From an optimization exercise on the open Yosys and OpenROAD flow, aimed at small area, a short achievable clock period and few clock cycles; shortcuts taken in it are not production practice.
Only simulation tests tie the RTL to the original design; equivalence was not proved.
No activity file was given, so power comes from the tool's default toggle rates.

--- flow/flow/run.sh ---
#!/bin/bash
# Standard ORFS layout (the standard.sh) with two changes to how the
# layout is optimised; the SDC, clock period and all other settings are the standard flow's:
#  - timing repair aims at a slack margin, so that repair_timing also works
#    on paths that already meet the clock period;
#  - the port buffers that ORFS inserts on every input and output are buf_4
#    cells instead of the default delay buffer.
set -euo pipefail
export SETUP_SLACK_MARGIN=8.75
export BUFFER_PORTS_ARGS="-buffer_cell sky130_fd_sc_hd__buf_4"
bash standard.sh > standard.log 2>&1
--- flow/standard.sh ---
#!/bin/bash
# synth_recipe.tcl (not shown) runs the flow's synth.tcl, then flattens the netlist and writes it again
# the make line also repeats each setting of config.mk as NAME=value (left out here)
make -C /OpenROAD-flow-scripts/flow DESIGN_CONFIG=/design/flow/config.mk WORK_HOME=/design/flow/orfs CLKGATE_MAP_FILE= SYNTH_SCRIPT=/design/flow/synth_recipe.tcl "${@:-finish}"
--- flow/config.mk ---
export PLATFORM = sky130hd
export DESIGN_NAME = dsa_top
export DESIGN_NICKNAME = dsa_top
export VERILOG_FILES = /design/flow/design.v
export SDC_FILE = /design/flow/constraint.sdc
export NUM_CORES = 4
export LEC_CHECK = 0
export CAP_MARGIN = 20
export CORE_MARGIN = 2
export CORE_UTILIZATION = 55
export PLACE_DENSITY = 0.65
export SLEW_MARGIN = 20
--- flow/constraint.sdc ---
create_clock -name core_clock -period 12.5 [get_ports {clk}]
set_input_delay 2.5000 -clock core_clock [delete_from_list [all_inputs] [get_ports {clk}]]
set_output_delay 2.5000 -clock core_clock [all_outputs]
set_load 0.01 [all_outputs]
--- flow/design.v ---
module fp32_fma (
    input         clk,
    input  [31:0] a,
    input  [31:0] b,
    input  [31:0] c,
    output [31:0] result
);
wire        sa = a[31], sb = b[31], sc = c[31];
wire [7:0]  ea = a[30:23], eb = b[30:23], ec = c[30:23];
wire [22:0] fa = a[22:0],  fb = b[22:0],  fc = c[22:0];
wire a_zero = (ea == 8'd0);
wire b_zero = (eb == 8'd0);
wire c_zero = (ec == 8'd0);
wire sp  = sa ^ sb;
wire sub = sp ^ sc;
wire [23:0] x = {1'b1, fa};
wire [23:0] y = {1'b1, fb};
wire [25:0] yy = {2'b00, y};
wire [47:0] row [0:12];
genvar gi;
generate
    for (gi = 0; gi < 12; gi = gi + 1) begin : g_booth
        wire y2 = yy[2*gi+1];
        wire y1 = yy[2*gi];
        wire y0 = (gi == 0) ? 1'b0 : yy[2*gi-1];
        wire one = y1 ^ y0;
        wire two = (y2 & ~y1 & ~y0) | (~y2 & y1 & y0);
        wire neg = y2;
        wire [24:0] mag = ({25{one}} & {1'b0, x}) | ({25{two}} & {x, 1'b0});
        wire [24:0] ppx = mag ^ {25{neg}};
        wire [27:0] r0 = (gi == 0) ? {~neg, neg, neg, ppx} : {1'b1, ~neg, ppx};
        wire        pn = (gi == 0) ? 1'b0 : yy[2*gi-1];
        wire [47:0] rr = ({20'd0, r0} << (2*gi)) | ({47'd0, pn} << ((gi == 0) ? 0 : 2*gi-2));
        assign row[gi] = rr;
    end
endgenerate
assign row[12] = ({24'd0, x & {24{y[23]}}} << 24) | ({47'd0, y[23]} << 22);
function [95:0] csa;
    input [47:0] p, q, r;
    reg [47:0] s, k;
    begin
        s = p ^ q ^ r;
        k = (p & q) | (p & r) | (q & r);
        csa = {k[46:0], 1'b0, s};
    end
endfunction
wire [95:0] t1a = csa(row[0], row[1], row[2]);
wire [95:0] t1b = csa(row[3], row[4], row[5]);
wire [95:0] t1c = csa(row[6], row[7], row[8]);
wire [95:0] t1d = csa(row[9], row[10], row[11]);
wire [95:0] t2a = csa(t1a[47:0], t1a[95:48], t1b[47:0]);
wire [95:0] t2b = csa(t1b[95:48], t1c[47:0], t1c[95:48]);
wire [95:0] t2c = csa(t1d[47:0], t1d[95:48], row[12]);
wire [95:0] t3a = csa(t2a[47:0], t2a[95:48], t2b[47:0]);
wire [95:0] t3b = csa(t2b[95:48], t2c[47:0], t2c[95:48]);
wire [95:0] t4a = csa(t3a[47:0], t3a[95:48], t3b[47:0]);
wire [9:0] rs_full = {2'b00, ea} + {2'b00, eb} - {2'b00, ec} - 10'd100;
wire [6:0] rs0 = rs_full[9] ? 7'd0 : (rs_full > 10'd76) ? 7'd76 : rs_full[6:0];
reg [47:0] s1_r0, s1_r1, s1_r2;
reg [6:0]  s1_rs;
always @(posedge clk) begin
    s1_r0 <= t4a[47:0];
    s1_r1 <= t4a[95:48];
    s1_r2 <= t3b[95:48];
    s1_rs <= rs0;
end
wire [95:0] t5a = csa(s1_r0, s1_r1, s1_r2);
wire [47:0] prod = t5a[47:0] + t5a[95:48];
wire [23:0] mc = c_zero ? 24'd0 : {1'b1, fc};
wire [75:0] c_wide = {1'b0, mc, 51'd0} >> s1_rs;
reg  [23:0] lowmask;
integer j;
always @(*)
    for (j = 0; j < 24; j = j + 1)
        lowmask[j] = ({1'b0, s1_rs} >= 8'd51 + j);
wire c_stk = |(mc & lowmask);
reg [47:0] s2_p;
reg [75:0] s2_cx;
always @(posedge clk) begin
    s2_p  <= prod;
    s2_cx <= {c_wide[75:1], c_stk} ^ {76{sub}};
end
wire [75:0] p_win = {27'd0, s2_p, 1'b0};
wire [75:0] hh = p_win ^ s2_cx;
wire [75:0] gg = p_win & s2_cx;
wire [75:0] pg_g [0:7];
wire [75:0] pg_p [0:7];
assign pg_g[0] = gg;
assign pg_p[0] = hh;
generate
    for (gi = 0; gi < 7; gi = gi + 1) begin : g_pfx
        genvar bi;
        for (bi = 0; bi < 76; bi = bi + 1) begin : g_bit
            if ((bi >> gi) & 1) begin : g_op
                localparam integer J = ((bi >> gi) << gi) - 1;
                assign pg_g[gi+1][bi] = pg_g[gi][bi] | (pg_p[gi][bi] & pg_g[gi][J]);
                assign pg_p[gi+1][bi] = pg_p[gi][bi] & pg_p[gi][J];
            end else begin : g_pass
                assign pg_g[gi+1][bi] = pg_g[gi][bi];
                assign pg_p[gi+1][bi] = pg_p[gi][bi];
            end
        end
    end
endgenerate
wire [75:0] cg = pg_g[7];
wire [75:0] cp = pg_p[7];
wire [75:0] sum0 = hh ^ {cg[74:0], 1'b0};
wire [75:0] sum1 = hh ^ ({cg[74:0], 1'b1} | {cp[74:0], 1'b1});
wire        neg  = sub & ~(cg[75] | cp[75]);
wire [75:0] mag  = ~sub ? sum0 : neg ? ~sum0 : sum1;
reg [75:0] s3_m;
reg        s3_neg;
always @(posedge clk) begin
    s3_m   <= mag;
    s3_neg <= neg;
end
wire [79:0] v = {s3_m, 4'b0000};
wire [9:0]  gnz;
generate
    for (gi = 0; gi < 10; gi = gi + 1) begin : g_nz
        assign gnz[gi] = |v[8*gi +: 8];
    end
endgenerate
wire [103:0] vp = {v, 24'd0};
wire [9:0]   por;     
assign por[0] = gnz[0];
generate
    for (gi = 1; gi < 10; gi = gi + 1) begin : g_por
        assign por[gi] = por[gi-1] | gnz[gi];
    end
endgenerate
wire [9:0] hot;
generate
    for (gi = 0; gi < 9; gi = gi + 1) begin : g_hot
        if (gi == 8) begin : g_top
            assign hot[gi] = gnz[9];
        end else begin : g_mid
            assign hot[gi] = gnz[gi+1] & ~|gnz[9:gi+2];
        end
    end
endgenerate
assign hot[9] = ~|gnz[9:1];
reg [3:0]  kc;
reg [31:0] vs;
reg        vstk;
integer k;
always @(*) begin
    kc = 4'd0;
    vs = 32'd0;
    vstk = 1'b0;
    for (k = 0; k < 9; k = k + 1) begin
        if (hot[k]) kc = kc | (4'd8 - k[3:0]);
        vs = vs | ({32{hot[k]}} & vp[8*k+8 +: 32]);
        if (k >= 3) vstk = vstk | (hot[k] & por[k-3]);
    end
    if (hot[9]) kc = 4'd9;
    vs = vs | ({32{hot[9]}} & vp[31:0]);
end
wire zero_sum = ~|gnz;
reg [31:0] s4_v;
reg        s4_stk;
reg [3:0]  s4_kc;
reg        s4_zero;
reg        s4_neg;
always @(posedge clk) begin
    s4_v    <= vs;
    s4_stk  <= vstk;
    s4_kc   <= kc;
    s4_zero <= zero_sum;
    s4_neg  <= s3_neg;
end
reg [2:0] kf;      
always @(*) begin
    casez (s4_v[31:24])
        8'b1???????: kf = 3'd0;
        8'b01??????: kf = 3'd1;
        8'b001?????: kf = 3'd2;
        8'b0001????: kf = 3'd3;
        8'b00001???: kf = 3'd4;
        8'b000001??: kf = 3'd5;
        8'b0000001?: kf = 3'd6;
        default:     kf = 3'd7;
    endcase
end
wire [31:0] nv    = s4_v << kf;
wire [23:0] mant  = nv[31:8];
wire        guard = nv[7];
wire        stick = (|nv[6:0]) | s4_stk;
wire        inc   = guard & (stick | mant[0]);
wire        rcy   = inc & (&mant);
wire [10:0] e_pre = {3'd0, ea} + {3'd0, eb} - 11'd99 - {4'd0, s4_kc, 3'd0} - {8'd0, kf};
wire a_inf = (ea == 8'hff) && (fa == 23'd0);
wire b_inf = (eb == 8'hff) && (fb == 23'd0);
wire c_inf = (ec == 8'hff) && (fc == 23'd0);
wire a_nan = (ea == 8'hff) && (fa != 23'd0);
wire b_nan = (eb == 8'hff) && (fb != 23'd0);
wire c_nan = (ec == 8'hff) && (fc != 23'd0);
wire prod_inf  = a_inf | b_inf;
wire prod_zero = a_zero | b_zero;
wire res_nan = a_nan | b_nan | c_nan |
               (a_inf & b_zero) | (a_zero & b_inf) |
               (prod_inf & c_inf & sub);
wire c_big = ~c_zero & rs_full[9];
wire x_nan  = res_nan;
wire x_inf  = ~res_nan & (prod_inf | c_inf);
wire x_sinf = prod_inf ? sp : sc;
wire x_zero = ~res_nan & ~prod_inf & ~c_inf & prod_zero & c_zero;
wire x_c    = ~res_nan & ~prod_inf & ~c_inf & ~c_zero & (prod_zero | c_big);
reg [23:0] s5_m;
reg        s5_inc, s5_rcy;
reg [10:0] s5_e;
reg        s5_zero, s5_neg;
reg        s5_nan, s5_inf, s5_sinf, s5_z, s5_c;
always @(posedge clk) begin
    s5_m      <= mant;
    s5_inc    <= inc;
    s5_rcy    <= rcy;
    s5_e      <= e_pre;
    s5_zero   <= s4_zero;
    s5_neg    <= s4_neg;
    s5_nan    <= x_nan;
    s5_inf    <= x_inf;
    s5_sinf   <= x_sinf;
    s5_z      <= x_zero;
    s5_c      <= x_c;
end
wire [23:0] mant_r = s5_m + {23'd0, s5_inc};
wire       rc    = s5_rcy;
wire [10:0] e_r  = s5_e + {10'd0, rc};
wire       e_ovf = ~e_r[10] & (e_r[9:0] >= 10'd255);
wire       e_unf = e_r[10] | (e_r == 11'd0);
wire       rsign = s5_neg ? sc : sp;
reg [31:0] res;
always @(*) begin
    if (s5_nan)
        res = 32'h7fc00000;
    else if (s5_inf)
        res = {s5_sinf, 8'hff, 23'd0};
    else if (s5_z)
        res = {sp & sc, 31'd0};
    else if (s5_c)
        res = c;
    else if (s5_zero)
        res = 32'd0;
    else if (e_ovf)
        res = {rsign, 8'hff, 23'd0};
    else if (e_unf)
        res = {rsign, 31'd0};
    else
        res = {rsign, e_r[7:0], mant_r[22:0]};
end
assign result = res;
endmodule
module core2float (
    input             clk_i,
    input             rst_i,
    input             strobe_i,
    input      [31:0] dev_addr_i,
    input             rw_i,
    input      [3:0]  byte_enable_i,
    input      [31:0] data_i,
    output reg        data_ready_o,
    output reg [31:0] data_o,
    output reg [31:0] float_a_data,
    output reg [31:0] float_b_data,
    output     [31:0] float_c_data,
    input      [31:0] float_result
);
wire [13:0] waddr = dev_addr_i[15:2];
wire raddr_status = (dev_addr_i[11:0] == 12'h8);
wire wr      = strobe_i & rw_i;
wire w_go    = wr & (waddr == 14'h1);
wire w_clear = wr & (waddr == 14'h3);
wire w_a     = wr & (waddr[13:10] == 4'd0) & (waddr[9:2] != 8'd0);
wire w_b     = wr & (waddr[13:10] != 4'd0);
wire rd_res  = strobe_i & ~rw_i & ~raddr_status;
reg [3:0] lanes;
always @(*) begin
    case (byte_enable_i)
        4'b1111: lanes = 4'b1111;
        4'b0001: lanes = 4'b0001;
        4'b0010: lanes = 4'b0010;
        4'b0100: lanes = 4'b0100;
        4'b1000: lanes = 4'b1000;
        default: lanes = 4'b0000;
    endcase
end
reg [31:0] result_q;    
reg        acc_valid;   
reg        done;        
reg [3:0]  busy;        
integer l;
always @(posedge clk_i) begin
    if (rst_i) begin
        float_a_data <= 32'd0;
        float_b_data <= 32'd0;
    end else begin
        for (l = 0; l < 4; l = l + 1) begin
            if (w_a & lanes[l]) float_a_data[8*l +: 8] <= data_i[8*l +: 8];
            if (w_b & lanes[l]) float_b_data[8*l +: 8] <= data_i[8*l +: 8];
        end
    end
end
always @(posedge clk_i) begin
    if (rst_i) begin
        busy <= 4'd0;
        done <= 1'b0;
        acc_valid <= 1'b0;
        result_q <= 32'd0;
        data_ready_o <= 1'b0;
    end else begin
        busy <= {busy[2:0], w_go};
        data_ready_o <= strobe_i;
        if (busy[0]) done <= 1'b1;
        else if (rd_res) done <= 1'b0;
        if (busy[3]) result_q <= float_result;
        if (w_clear) acc_valid <= 1'b0;
        else if (busy[3]) acc_valid <= 1'b1;
    end
end
wire [31:0] result_next = busy[3] ? float_result : result_q;
always @(posedge clk_i)
    data_o <= raddr_status ? {31'd0, done} : result_next;
assign float_c_data = acc_valid ? result_q : 32'd0;
endmodule
module dsa_top (
    input         clk,
    input         rst,
    input         strobe_i,
    input  [31:0] dev_addr_i,
    input         rw_i,
    input  [3:0]  byte_enable_i,
    input  [31:0] data_i,
    output        data_ready_o,
    output [31:0] data_o
);
wire [31:0] f_a, f_b, f_c, f_result;
core2float Data_feeder (
    .clk_i(clk),
    .rst_i(rst),
    .strobe_i(strobe_i),
    .dev_addr_i(dev_addr_i),
    .rw_i(rw_i),
    .byte_enable_i(byte_enable_i),
    .data_i(data_i),
    .data_ready_o(data_ready_o),
    .data_o(data_o),
    .float_a_data(f_a),
    .float_b_data(f_b),
    .float_c_data(f_c),
    .float_result(f_result)
);
fp32_fma float (
    .clk(clk),
    .a(f_a),
    .b(f_b),
    .c(f_c),
    .result(f_result)
);
endmodule
==> summary.txt, run 1 <==
The number of diodes added for antenna fixing came out at 0. For this run, the share of the core covered by cells in the final layout is 62.4%. The worst setup path is launched from a flip-flop. The via count of the first global-routing pass came out at 36300. Summing every instance area after synthesis gives 43100 um2. The worst-case clock buffer depth is 3. Entering global routing, the biggest net connects 78 pins. Counting flops with an async set or reset pin after synthesis yields a share of 0%. The first global-routing pass estimated 217000 um of wire.

The fraction of layout cells with a size suffix above 1 is 11.6%. The post-CTS clock slew at the launch and capture registers of the worst setup and hold paths came out at 60 ps. The clock latency reported for the late side of the worst-skew pair came out at 680 ps. The total number of nets in the final design came out at 5767. The initial antenna violation count is 0. For the final routed database, the setup TNS stands at 0 ps.

The vertical die dimension is 284 um. Across the routed clock network, the largest skew measured is 51.9 ps. The worst-case IR drop observed on VDD is 0.130 mV.

The placeable core region is 77500 um2. The detail route stage leaves a number of antenna-violating nets equal to 0. In the final layout, flip-flops and latches occupy 11000 um2. The transition time at the pin with the least slew margin came out at 1120 ps. The largest driver fanout on the critical path is 13.

For this run the aggregate overflow at the end of global routing stands at 0. The final number of hold-violating endpoints came out at 0. The synthesized flop and latch total is 542.

The area share of xor/xnor cells in the synthesized design is 5.65%. The routed via count came out at 39800. The initial utilization of the core area, before any placement, comes to 55.6%. The maximum level of the CTS H-tree is 2. The static leakage is 19.4 nW. The number of maximum-capacitance constraint violations is 0. The tightest min-delay check is of the flip-flop to flip-flop type. The multi-input combinational cells in the finished layout cover a total of 30300 um2. The flow ran to the end and the layout has no timing, DRC or antenna violations. The global placement routability congestion came out at 0.976. The iteration count of the initial detailed-routing pass came out at 10. The type of the worst setup path is flip-flop to flip-flop.

The average routed wire per standard cell came out at 23.2 um. The final period demand of the worst path came out at 3730 ps. The top achievable clock speed came out at 268 MHz. The number of vias per cell after detailed routing came out at 6.31. For this block, the initial DRC count from the detailed router was 4546. TritonCTS built the clock tree. In the synthesized netlist the dominant register cell turns out to be dfxtp_1. In this run the clock root is driven by a clkbuf_16. The final hold slack is 303 ps. The required time of the critical path is 13010 ps. The arrival time at the worst endpoint came out at 4230 ps. The final routed wirelength across all metal layers is 146000 um. The number of enable-type register cells in the synthesized netlist came out at 0. The number of nets in the synthesized netlist is 5888. Of the total synthesized cell area, the portion taken by AND, OR, NAND and NOR gates is 16.8%.

Setup repair after global routing could not meet its margin everywhere. After detailed routing, the number of remaining DRC violations is 0. The worst setup path is captured at a flip-flop. The count of input and output buffers is 88. Power comes to 5.89 mW. The post-synthesis to final-layout area growth came out at 12.1%.

The wire-length estimate of the detail-placed layout is 99500 um. The count of final setup violators is 0. The filler cell count in the final layout is 6834. The overall fraction of global-route tracks in use is 34.0%. The die footprint is 80600 um2.

The Yosys warning count is 2. The cell count after synthesis is 5342. The final max-slew violation count is 0.

In the synthesized netlist, mux cells make up 5.33% of the area. After synthesis, the largest family of logic cells by area is compound AO/OA/AOI/OAI gates. The compound-gate portion of the synthesized area is 21.2%. The average instance in the mapped netlist occupies 8.06 um2. The number of clock sinks seen by CTS came out at 542. The power density relative to cell area came out at 122 nW/um2.

The total CTS buffers came out at 59. The unique cell type count in the Yosys netlist is 93. The worst-case headroom to the max-slew limit is 25.4%. 105 I/O pins were placed.

The die outline width came out at 284 um. The floorplan row count is 102. The proportion of synthesized chip area in sequential cells came out at 25.2%. Of the total synthesized cell area, the portion taken by full adders, half adders and majority gates is 19.3%. The final period utilization came out at 29.8%.
## cells in the final DEF (no fill, tap or decap), drive strengths merged, types with 60 or more instances in the layout
master and n:
a21oi 396, and2 74, nor2b 79, a22oi 182, nand2 633, fa 266
clkbuf 83, nor2 495, nor3 60, buf 216, ha 208, dfxtp 542
o21ai 415, inv 329, xnor2 165, nand3 75, a221oi 75, xor2 113
mux2i 162
## critical path, stage by stage, from the launching register on
cell	delay [ps]
dfxtp_4	430
buf_12	200
and2_4	210
clkbuf_4	300
a21oi_1	100
o221ai_1	300
fa_1	530
fa_1	480
fa_1	550
inv_1	60
fa_1	420
## stage by stage
stage                     setup slack, ps  std cells  instance area, um2
after CTS                            8750       6258               47200
after floorplan                      8700       5342               43200
after detailed placement             7730       6118               44100
final                                8770       6312               48300
after global placement               7640       6118               44100
after global routing                 8660       6312               48300
## sequential cells by signal, summed over array words and instances, names as in the netlist, 7 cells and up
signal	cells
Data_feeder.data_o	32
float.s3_m	76
float.s1_r1	39
float.s5_e	11
float.s1_rs	7
float.s1_r2	30
float.s1_r0	48
float.s4_v	32
Data_feeder.float_b_data	32
float.s2_p	48
float.s5_m	23
Data_feeder.result_q	32
float.s2_cx	76
Data_feeder.float_a_data	32
## cell usage after synthesis, types with 15 or more instances
cell type,instances,share of area [%]
o221ai_1,49,1.0
fa_1,266,12
and3_1,50,0.73
nor4_1,33,0.48
buf_1,47,0.41
dfxtp_1,542,25
mux2_2,42,1.1
nor2_1,492,4.3
ha_1,208,6.0
a21oi_1,391,4.5
o21ai_0,404,4.7
a22o_1,23,0.47
a221oi_1,75,1.5
nand4_1,50,0.73
xnor2_1,165,3.4
clkbuf_1,358,3.1
a31oi_1,25,0.36
a21o_1,49,0.85
nand3_1,75,0.87
nor3_1,57,0.66
o22ai_1,20,0.29
inv_1,316,2.8
nand2_1,632,5.5
nor2b_1,79,1.1
and2_1,59,0.86
maj3_1,40,0.93
xor2_1,113,2.3
a22oi_1,182,3.2
o21bai_1,24,0.42
buf_2,15,0.17
or4_1,15,0.26
a211oi_1,39,0.68
mux2i_1,158,3.7
## power by group
| part | switching [mW] | internal, mW |
|---|---|---|
| Clock | 0.791 | 1.09 |
| Combinational | 1.06 | 0.731 |
| Sequential | 0.249 | 1.98 |
| Total | 2.09 | 3.80 |
## layout make-up
type,count,share of cell area [%]
multi-input combinational,4064,62.7
sequential,542,22.7
timing repair buffer,232,4.99
clock buffer,72,3.30
tap,1040,2.69
inverter,322,2.58
clock inverter,40,1.07
## final timing paths
check | from | endpoint | slack [ps] | cells past startpoint
worst max-delay path | Data_feeder.float_b_data[8]$_SDFFE_PP0P_ | float.s1_r0[18]$_DFF_P_ | 8770 | 10
worst min-delay path | float.s1_r0[2]$_DFF_P_ | float.s2_p[2]$_DFF_P_ | 300 | 0
worst max register to register | Data_feeder.float_b_data[8]$_SDFFE_PP0P_ | float.s1_r0[18]$_DFF_P_ | 8770 | 10
worst min register to register | float.s1_r0[2]$_DFF_P_ | float.s2_p[2]$_DFF_P_ | 300 | 0
## routing by layer
layer / vias to the layer above / track usage, % / part of all wire (%)
met1: 18700 / 43.5 / 39
li1: 18300 / - / -
met3: 574 / 5.10 / 8.6
met5: - / 0 / 0
met2: 2189 / 54.9 / 45
met4: 0 / 19.3 / 8.0
## kinds of logic after synthesis
logic type | after synthesis
multiplexers | 211
AND/OR/NAND/NOR | 1614
buffers and inverters | 745
flip-flops | 542
AO/OA/AOI/OAI | 1438
adder cells (fa/ha/maj) | 514
XOR/XNOR | 278
## timing repair
item                       CTS  global route
setup buffers               15            34
resized for setup          170           156
setup endpoints to repair  129           122
gates cloned                13            20
hold buffers                 0             0
pin swaps                   12            37
Testbench counts, summed over its fixed seeds: cycles 10,304.
==> run 2: changes to the inputs <==
--- a/flow/flow/run.sh
+++ b/flow/flow/run.sh
@@ -6,6 +6,6 @@
 #  - the port buffers that ORFS inserts on every input and output are buf_4
 #    cells instead of the default delay buffer.
 set -euo pipefail
-export SETUP_SLACK_MARGIN=8.75
+export SETUP_SLACK_MARGIN=8.85
 export BUFFER_PORTS_ARGS="-buffer_cell sky130_fd_sc_hd__buf_4"
 bash standard.sh > standard.log 2>&1
--- a/flow/config.mk
+++ b/flow/config.mk
@@ -5,8 +5,8 @@
 export SDC_FILE = /design/flow/constraint.sdc
 export NUM_CORES = 4
 export LEC_CHECK = 0
+export ABC_AREA = 1
 export CAP_MARGIN = 20
 export CORE_MARGIN = 2
-export CORE_UTILIZATION = 55
-export PLACE_DENSITY = 0.65
+export CORE_UTILIZATION = 40
 export SLEW_MARGIN = 20
==> run 2 against run 1 <==
Final area rose by 1.6%. Via count rose by 4.7%. Count of clock-buffer cells in the layout rose by 11. Die area rose by 37%. Global-route usage fell by 7.3 points. Cell count rose by 18%. Sequential power rose by 4%. First-iteration DRC count fell by 2.0%. Combinational power rose by 79%. Wire length rose by 6.0%. Clock power rose by 3%. Core utilization fell by 17 points. Critical path type unchanged.
==> summary.txt, run 2 <==
The total number of nets in the final design is 6515 (was 5767). The first-pass GRT wire length is 232000 um (was 217000 um). The worst ir drop on vdd is 0.122 mV (was 0.130 mV). The number of enable-type register cells in the synthesized netlist is 0 (unchanged). The worst-case clock buffer depth came out at 3 (unchanged). The transition time at the pin with the least slew margin is 1060 ps (was 1120 ps).

The slowest cell on the critical path is fa_1 (unchanged). The final period demand of the worst path was 3700 ps (was 3730 ps). Registers with the highest flip-flop counts: float.s2_cx: 76 flops, float.s3_m: 76 flops (unchanged). The vertical die dimension is 333 um (was 284 um). The most prevalent standard cell on the critical path is fa_1 (unchanged). The Yosys warning count came to 2 (unchanged). The final number of hold-violating endpoints came out at 0 (unchanged). The kind of end point of the critical path is a flip-flop (unchanged). The total stage count of the critical path is 12 (was 10).

The worst min-delay path category was flip-flop to flip-flop (unchanged). The total DRC errors in the routed layout is 0 (unchanged). The startpoint of the most critical setup path is Data_feeder.float_b_data[9]$_SDFFE_PP0P_ (was Data_feeder.float_b_data[8]$_SDFFE_PP0P_).

The critical path's top delay family is adder cells (unchanged). The number of cells traversed by the worst register-to-register path is 12 (was 10). The total non-filler cell area in the finished layout is 49100 um2 (was 48300 um2). The worst clock skew on the final layout is 48.7 ps (was 51.9 ps). The flip-flop cell with the highest count after synthesis is dfxtp_1 (unchanged).

The synthesized flop and latch total came to 542 (unchanged). The remaining global-route overflow came out at 0 (unchanged). Ordered cell list for the critical path: inv_8, nand2_2, nand2_4, o22ai_2, xor2_1, fa_1, inv_1, fa_1, inv_1, fa_1, inv_1, fa_1 (was buf_12, and2_4, clkbuf_4, a21oi_1, o221ai_1, fa_1, fa_1, fa_1, inv_1, fa_1). The number of buffers and inverters on the critical path came to 4 (was 3). The mean cell area of the mapped netlist is 7.21 um2 (was 8.06 um2). The cell at the root of the clock tree is clkbuf_16 (unchanged).

The number of instances in the placed design came out at 7233 (was 6118). Most used cells in the layout excluding fill and tap cells: nand2_1, inv_1, nand3_1 (was nand2_1, dfxtp_1, nor2_1). The global placement routability congestion is 0.971 (was 0.976). The proportion of netlist area held by the largest area contributor was 25.1% (was 25.2%). Ranking of synthesized cells by area: dfxtp_1, fa_1, nand2_1 (was dfxtp_1, fa_1, ha_1). The initial antenna violation count is 5 (was 0). The die outline width is 333 um (was 284 um). The largest driver fanout on the critical path was 24 (was 13).

The count of nets left with antenna violations after detail routing is 0 (unchanged). The post-synthesis cell area came out at 43200 um2 (was 43100 um2). The largest stage delay on the critical path came out at 520 ps (was 550 ps).

The I/O pin total came out at 105 (unchanged). The number of vias per cell after detailed routing was 5.62 (was 6.31). The number of clock sinks seen by CTS came out at 542 (unchanged). The maximum level of the CTS H-tree came out at 2 (unchanged). The routed via count came out at 41700 (was 39800). The via count of the first global-routing pass came to 39500 (was 36300). The floorplan row count came to 120 (was 102). The number of maximum-capacitance constraint violations is 0 (unchanged). The total half-perimeter wirelength after legalization and detailed placement is 112000 um (was 99500 um).

The fraction of layout cells with a size suffix above 1 came out at 9.62% (was 11.6%). The count of final setup violators is 0 (unchanged). The iteration count of the initial detailed-routing pass came out at 7 (was 10).

The power density relative to cell area came out at 152 nW/um2 (was 122 nW/um2). The type of the worst setup path is flip-flop to flip-flop (unchanged). The final sum of negative setup slack came out at 0 ps (unchanged). The filler cell count in the final layout came to 10800 (was 6834). The internal reg-to-reg setup slack came out at 8800 ps (was 8770 ps). The overall power of the completed layout came out at 7.46 mW (was 5.89 mW). The critical path startpoint category is a flip-flop (unchanged).

The required time of the critical path is 13030 ps (was 13010 ps). The worst setup slack before clock tree synthesis is 7620 ps (was 7730 ps). The net count after synthesis came out at 6541 (was 5888). The arrival time at the worst endpoint came out at 4230 ps (about the same). The clock latency reported for the late side of the worst-skew pair was 670 ps (was 680 ps). The post-synthesis to final-layout area growth was 13.5% (was 12.1%).

Top cells by instance count after synthesis: nand2_1, inv_1, nand3_1 (was nand2_1, dfxtp_1, nor2_1). The worst setup margin is 8800 ps (was 8770 ps). The final period utilization is 29.6% (was 29.8%).

The count of input and output buffers is 88 (unchanged). The number of instances on the worst hold path came out at 0 (unchanged). The final hold slack came to 322 ps (was 303 ps). The cell count after synthesis is 5995 (was 5342). The unique cell type count in the Yosys netlist came out at 60 (was 93).

The final cell utilization of the core is 45.8% (was 62.4%). The total CTS buffers was 60 (was 59). The clock tree from TritonCTS was yes (unchanged). The combined area of the multi-input logic cells came out at 29400 um2 (was 30300 um2). The capture point of the critical path is float.s1_r0[11]$_DFF_P_ (was float.s1_r0[18]$_DFF_P_). The critical register-to-register path startpoint is Data_feeder.float_b_data[9]$_SDFFE_PP0P_ (was Data_feeder.float_b_data[8]$_SDFFE_PP0P_). The worst-case headroom to the max-slew limit is 28.6% (was 25.4%).

The static leakage is 22.4 nW (was 19.4 nW). The average routed wire per standard cell came out at 20.9 um (was 23.2 um). Setup repair after global routing missed its margin: true (unchanged).

The total cell area at the placement stage came out at 44700 um2 (was 44100 um2). The leading cell type in the layout, fill and taps excluded is nand2_1 (unchanged). The initial core utilization is 40.3% (was 55.6%).

The reg-to-reg endpoint is float.s1_r0[11]$_DFF_P_ (was float.s1_r0[18]$_DFF_P_). The top achievable clock speed came out at 270 MHz (was 268 MHz). The final routed wirelength across all metal layers came to 155000 um (was 146000 um). The die footprint came out at 111000 um2 (was 80600 um2). The largest area contributor in the synthesized netlist was dfxtp_1 (unchanged). The starting DRC count in detailed routing is 4454 (was 4546).

The overall fraction of global-route tracks in use is 26.7% (was 34.0%). The most instantiated library cell after synthesis is nand2_1 (unchanged). The area taken by flip-flops and latches came to 10900 um2 (was 11000 um2). The proportion of synthesized chip area in sequential cells is 25.1% (was 25.2%). The largest net degree at the start of global routing is 80 (was 78). The final max-slew violation count came out at 0 (unchanged). The placeable core region is 107000 um2 (was 77500 um2). The share of flip-flops with an asynchronous set or reset is 0% (unchanged). Run status: timing/DRC/antenna clean (unchanged). The post-CTS clock slew at the launch and capture registers of the worst setup and hold paths came out at 60 ps (about the same). The non-filler instance count after layout is 7423 (was 6312).
-- run 2: what timing repair did --
item,4_1_cts,5_1_grt
resized for setup,180,158
hold buffers,0,0
buffers inserted,25,26
pin swaps,6,37
cloned,10,16
setup endpoints to repair,170,217
hold endpoints to repair,0,0
-- run 2: power by group --
group / total (mW) / internal, mW / switching, mW
clock: 1.93 / 1.17 / 0.761
sequential: 2.33 / 2.06 / 0.268
combinational: 3.20 / 1.06 / 2.14
-- run 2: cell families after synthesis --
group | Yosys count | share of synthesized area (%)
AO/OA/AOI/OAI | 1002 | 13.5
XOR/XNOR | 407 | 8.26
adder cells (fa/ha/maj) | 474 | 18.3
buffers and inverters | 1066 | 9.59
flip-flops | 542 | 25.1
multiplexers | 1 | 0.0232
AND/OR/NAND/NOR | 2503 | 25.2
-- run 2: area by class of cell --
class                           count  share of cell area, %
Clock inverter                     29                  0.813
Clock buffer                       83                   3.58
Sequential cell                   542                   22.2
Antenna cell                        1                0.00510
Multi-Input combinational cell   4400                   59.9
Timing Repair inverter              7                  0.107
Timing Repair Buffer              182                   3.21
Inverter                          776                   6.52
Tap cell                         1403                   3.58
-- run 2: worst register-to-register path, stage by stage, from the launching register on --
cell and delay [ps]:
dfxtp_4 400, inv_8 240, nand2_2 230, nand2_4 290, o22ai_2 110, xor2_1 180, fa_1 510, inv_1 50
fa_1 520, inv_1 50, fa_1 490, inv_1 60, fa_1 440
-- run 2: worst min path at each step --
| stage | from | endpoint | slack (ps) |
|---|---|---|---|
| detailed placement | float.s1_r0[0]$_DFF_P_ | float.s2_p[0]$_DFF_P_ | 310 |
| finish | float.s4_zero$_DFF_P_ | float.s5_zero$_DFF_P_ | 320 |
| global placement | float.s3_neg$_DFF_P_ | float.s4_neg$_DFF_P_ | 310 |
| floorplan | float.s1_r0[0]$_DFF_P_ | float.s2_p[0]$_DFF_P_ | 310 |
| CTS | float.s1_r0[0]$_DFF_P_ | float.s2_p[0]$_DFF_P_ | 330 |
| global route | float.s1_r0[1]$_DFF_P_ | float.s2_p[1]$_DFF_P_ | 330 |
-- run 2: metal layers --
metal / vias to the layer above / GRT usage, % / part of all wire [%]
li1: 19700 / - / -
met1: 19600 / 33.8 / 40
met2: 1930 / 43.3 / 45
met3: 507 / 3.43 / 7.5
met4: 2 / 16.3 / 6.8
met5: - / 0 / 0.0084
==> run 3: changes to the inputs <==
--- a/flow/design.v
+++ b/flow/design.v
@@ -260,7 +260,7 @@
     input      [3:0]  byte_enable_i,
     input      [31:0] data_i,
     output reg        data_ready_o,
-    output reg [31:0] data_o,
+    output     [31:0] data_o,
     output reg [31:0] float_a_data,
     output reg [31:0] float_b_data,
     output     [31:0] float_c_data,
@@ -318,9 +318,10 @@
         else if (busy[3]) acc_valid <= 1'b1;
     end
 end
-wire [31:0] result_next = busy[3] ? float_result : result_q;
+reg rd_status;
 always @(posedge clk_i)
-    data_o <= raddr_status ? {31'd0, done} : result_next;
+    rd_status <= raddr_status;
+assign data_o = rd_status ? {31'd0, done} : result_q;
 assign float_c_data = acc_valid ? result_q : 32'd0;
 endmodule
 module dsa_top (
--- a/flow/flow/run.sh
+++ b/flow/flow/run.sh
@@ -6,6 +6,6 @@
 #  - the port buffers that ORFS inserts on every input and output are buf_4
 #    cells instead of the default delay buffer.
 set -euo pipefail
-export SETUP_SLACK_MARGIN=8.85
+export SETUP_SLACK_MARGIN=8.75
 export BUFFER_PORTS_ARGS="-buffer_cell sky130_fd_sc_hd__buf_4"
 bash standard.sh > standard.log 2>&1
--- a/flow/config.mk
+++ b/flow/config.mk
@@ -5,7 +5,6 @@
 export SDC_FILE = /design/flow/constraint.sdc
 export NUM_CORES = 4
 export LEC_CHECK = 0
-export ABC_AREA = 1
 export CAP_MARGIN = 20
 export CORE_MARGIN = 2
 export CORE_UTILIZATION = 40
==> run 3 against run 2 <==
Die area shrank 1.6%. Largest power group is now sequential cells. Largest cell class unchanged. Sequential share of layout area shrank 0.51 points. Non-clock buffer count grew 56. Core utilization shrank 0.49 points. Critical path depth shrank 10. Via count shrank 6.3%. Synthesized area shrank 1.7%. Total power shrank 25%. Clock skew shrank 23 ps.
==> summary.txt, run 3 <==
The cell count after synthesis came out at 5308 (was 5995). The initial antenna violation count came out at 2 (was 5). The post-synthesis to final-layout area growth came out at 12.3% (was 13.5%).

Run status: timing/DRC/antenna clean (unchanged). The worst ir drop on vdd came out at 0.119 mV (was 0.122 mV). The Yosys warning count was 2 (unchanged).

The number of clock sinks seen by CTS is 511 (was 542). The first-pass GRT wire length is 222000 um (was 232000 um). The floorplan row count came to 119 (was 120).

The fraction of layout cells with a size suffix above 1 came out at 11.7% (was 9.62%). The flip-flop cell with the highest count after synthesis is dfxtp_1 (unchanged). The total number of nets in the final design is 5736 (was 6515). The total CTS buffers is 56 (was 60). The total half-perimeter wirelength after legalization and detailed placement is 104000 um (was 112000 um). The area taken by flip-flops and latches came out at 10400 um2 (was 10900 um2). The worst min-delay path category is flip-flop to flip-flop (unchanged). The power density relative to cell area came out at 117 nW/um2 (was 152 nW/um2). The most instantiated library cell after synthesis is nand2_1 (unchanged). The die footprint is 109000 um2 (was 111000 um2). The number of vias per cell after detailed routing came out at 5.90 (was 5.62). The vertical die dimension came out at 330 um (was 333 um).

The largest driver fanout on the critical path is 3 (was 24). The combined area of the multi-input logic cells was 30200 um2 (was 29400 um2). The remaining global-route overflow came out at 0 (unchanged).

The starting DRC count in detailed routing is 3869 (was 4454). Ordered cell list for the critical path: mux2_4, buf_6 (was inv_8, nand2_2, nand2_4, o22ai_2, xor2_1, fa_1, inv_1, fa_1, inv_1, fa_1, inv_1, fa_1). The die outline width is 330 um (was 333 um).

The worst-case headroom to the max-slew limit came out at 21.3% (was 28.6%). The number of diodes added for antenna fixing came out at 0 (was 1). The filler cell count in the final layout is 10400 (was 10800). The largest area contributor in the synthesized netlist is dfxtp_1 (unchanged). The top achievable clock speed is 253 MHz (was 270 MHz). The largest stage delay on the critical path came out at 370 ps (was 520 ps). The arrival time at the worst endpoint is 1450 ps (was 4230 ps).

The unique cell type count in the Yosys netlist came out at 99 (was 60). The clock latency reported for the late side of the worst-skew pair is 660 ps (was 670 ps). Setup repair after global routing missed its margin: true (unchanged). Most used cells in the layout excluding fill and tap cells: nand2_1, dfxtp_1, nor2_1 (was nand2_1, inv_1, nand3_1). Top cells by instance count after synthesis: nand2_1, dfxtp_1, nor2_1 (was nand2_1, inv_1, nand3_1). The proportion of netlist area held by the largest area contributor came out at 24.1% (was 25.1%).

The worst clock skew on the final layout is 26.2 ps (was 48.7 ps). The initial core utilization came to 40.3% (about the same). The kind of end point of the critical path is an output port (was flip-flop).

The share of flip-flops with an asynchronous set or reset is 0% (unchanged). The final number of hold-violating endpoints is 0 (unchanged). The number of buffers and inverters on the critical path is 1 (was 4). Registers with the highest flip-flop counts: float.s2_cx: 76 flops, float.s3_m: 76 flops (unchanged). The count of input and output buffers came to 88 (unchanged). The count of final setup violators came out at 0 (unchanged). The maximum level of the CTS H-tree came to 2 (unchanged). The leading cell type in the layout, fill and taps excluded was nand2_1 (unchanged).

The global placement routability congestion came to 0.963 (was 0.971). The via count of the first global-routing pass came out at 36300 (was 39500). The cell at the root of the clock tree is clkbuf_16 (unchanged). The transition time at the pin with the least slew margin came out at 1170 ps (was 1060 ps).

The worst setup slack before clock tree synthesis is 7870 ps (was 7620 ps). The number of enable-type register cells in the synthesized netlist came out at 0 (unchanged). The I/O pin total is 105 (unchanged). The final hold slack came out at 326 ps (was 322 ps).

The clock tree from TritonCTS is yes (unchanged). The proportion of synthesized chip area in sequential cells is 24.1% (was 25.1%). The critical path startpoint category is a flip-flop (unchanged). The largest net degree at the start of global routing is 63 (was 80). The required time of the critical path came out at 10000 ps (was 13030 ps).

The synthesized flop and latch total is 511 (was 542). The net count after synthesis is 5854 (was 6541). The average routed wire per standard cell is 22.3 um (was 20.9 um). The worst-case clock buffer depth came out at 3 (unchanged). Ranking of synthesized cells by area: dfxtp_1, fa_1, nand2_1 (unchanged).

The post-CTS clock slew at the launch and capture registers of the worst setup and hold paths is 60 ps (about the same). The overall fraction of global-route tracks in use came to 26.1% (was 26.7%). The final routed wirelength across all metal layers is 148000 um (was 155000 um). The mean cell area of the mapped netlist is 8.01 um2 (was 7.21 um2). The final period demand of the worst path came out at 3950 ps (was 3700 ps). The critical path's top delay family was flip-flops (was adder cells).

The slowest cell on the critical path is dfxtp_4 (was fa_1). The worst setup margin came to 8550 ps (was 8800 ps). The number of maximum-capacitance constraint violations is 0 (unchanged). The final sum of negative setup slack is 0 ps (unchanged). The final period utilization is 31.6% (was 29.6%). The placeable core region is 105000 um2 (was 107000 um2). The static leakage came out at 19.2 nW (was 22.4 nW). The type of the worst setup path was flip-flop to output port (was flip-flop to flip-flop).

The final max-slew violation count came out at 0 (unchanged). The iteration count of the initial detailed-routing pass came out at 18 (was 7). The routed via count came out at 39100 (was 41700).

The total DRC errors in the routed layout is 0 (unchanged). The count of nets left with antenna violations after detail routing came out at 0 (unchanged). The post-synthesis cell area was 42500 um2 (was 43200 um2).
[run 3: through the flow]
step                      area [um2]  instances  util (%)  power [mW]
after CTS                      46600       6563      44.2        5.57
after global routing           47700       6627      45.3        5.87
after global placement         43900       6430      41.7        3.80
after detailed placement       43900       6430      41.7        3.81
after floorplan                42600       5308         -        3.34
final                          47700       6627      45.3        5.56
[run 3: power breakdown]
group / leakage (nW) / internal (mW) / switching, mW
combinational: 14.1 / 0.718 / 0.975
clock: 0.924 / 1.00 / 0.743
sequential: 4.21 / 1.88 / 0.244
[run 3: cells by family (layout without fill, tap and decap cells)]
group	Yosys count	count (layout)	share of synthesized area, %
compound gates	1487	1488	22.5
flops	511	511	24.1
buf+inv	740	654	6.70
mux	218	218	5.58
simple gates	1585	1598	16.4
fa+ha+maj	494	494	19.1
xor+xnor	273	273	5.62
[run 3: final timing paths]
check / startpoint / to / slack, ps / cells after the start
max: Data_feeder.rd_status$_DFF_P_ / data_o[0] / 8550 / 2
min: float.s1_r0[0]$_DFF_P_ / float.s2_p[0]$_DFF_P_ / 330 / 0
max reg2reg: float.s2_p[1]$_DFF_P_ / float.s3_m[23]$_DFF_P_ / 8830 / 10
min reg2reg: float.s1_r0[0]$_DFF_P_ / float.s2_p[0]$_DFF_P_ / 330 / 0
[run 3: worst register-to-register path, stage by stage (launching register included)]
cell	delay, ps
dfxtp_1	450
ha_1	340
a211oi_2	280
o211ai_1	230
a311o_1	570
o211ai_1	290
a31o_2	330
a31o_2	380
o21ai_0	160
a22o_1	210
xnor2_1	330
[run 3: layer usage]
layer | wire length, um | track usage [%] | part of all wire (%) | vias to the layer above
li1 | - | - | - | 18300
met1 | 61500 | 34.2 | 42 | 18700
met2 | 66200 | 41.8 | 45 | 1729
met3 | 10600 | 3.81 | 7.2 | 437
met4 | 9210 | 13.6 | 6.2 | 4
met5 | 67 | 0 | 0.045 | -
[run 3: cell type report]
| class | count | share of cell area [%] |
|---|---|---|
| multi-input combinational | 4071 | 63.2 |
| clock inverter | 31 | 0.828 |
| sequential | 511 | 21.7 |
| tap | 1391 | 3.65 |
| inverter | 312 | 2.50 |
| clock buffer | 73 | 3.22 |
| timing repair buffer | 238 | 4.88 |
[run 3: repair_timing]
item / in CTS / in global routing
hold buffers: 0 / 0
gates resized for setup: 167 / 131
pin swaps: 4 / 19
gates cloned: 9 / 13
endpoints found under the setup margin: 132 / 158
buffers inserted: 20 / 51
Testbench counts of run 3, summed over its fixed seeds: cycles 10,304.

afterwards: timing with drivers on the ports:
In the flow no input, the clock included, has a driving cell. The finished layouts below were timed again as built, in two steps.
Step 1 (the two cells are an assumption about what drives the block):
set clk [get_ports {clk}]
set_driving_cell -lib_cell sky130_fd_sc_hd__clkbuf_16 $clk
set_driving_cell -lib_cell sky130_fd_sc_hd__buf_2 [delete_from_list [all_inputs] $clk]
Step 2, shift: input delay + t, output delay - t, t = (earliest + latest rising clock arrival at the registers) / 2. This alone moves slack from input paths to output paths.
Slacks: ideal / step 1 / step 2; pairs: ideal / step 1.
run | shift t [ns] | setup WS [ns] | worst register clock-pin slew, ns | cell pins on the clock port's net
run 1 | 0.714 | 8.774 / 8.774 / 8.228 | 0.07 / 0.07 | 1
run 2 | 0.716 | 8.802 / 8.802 / 8.353 | 0.07 / 0.07 | 1
run 3 | 0.711 | 8.550 / 8.484 / 8.282 | 0.07 / 0.07 | 1
After both steps setup and hold are still met in every run listed. For run 1, which loses most, drivers alone change the setup slack by 0.000 ns; drivers and shift together by -0.546 ns.
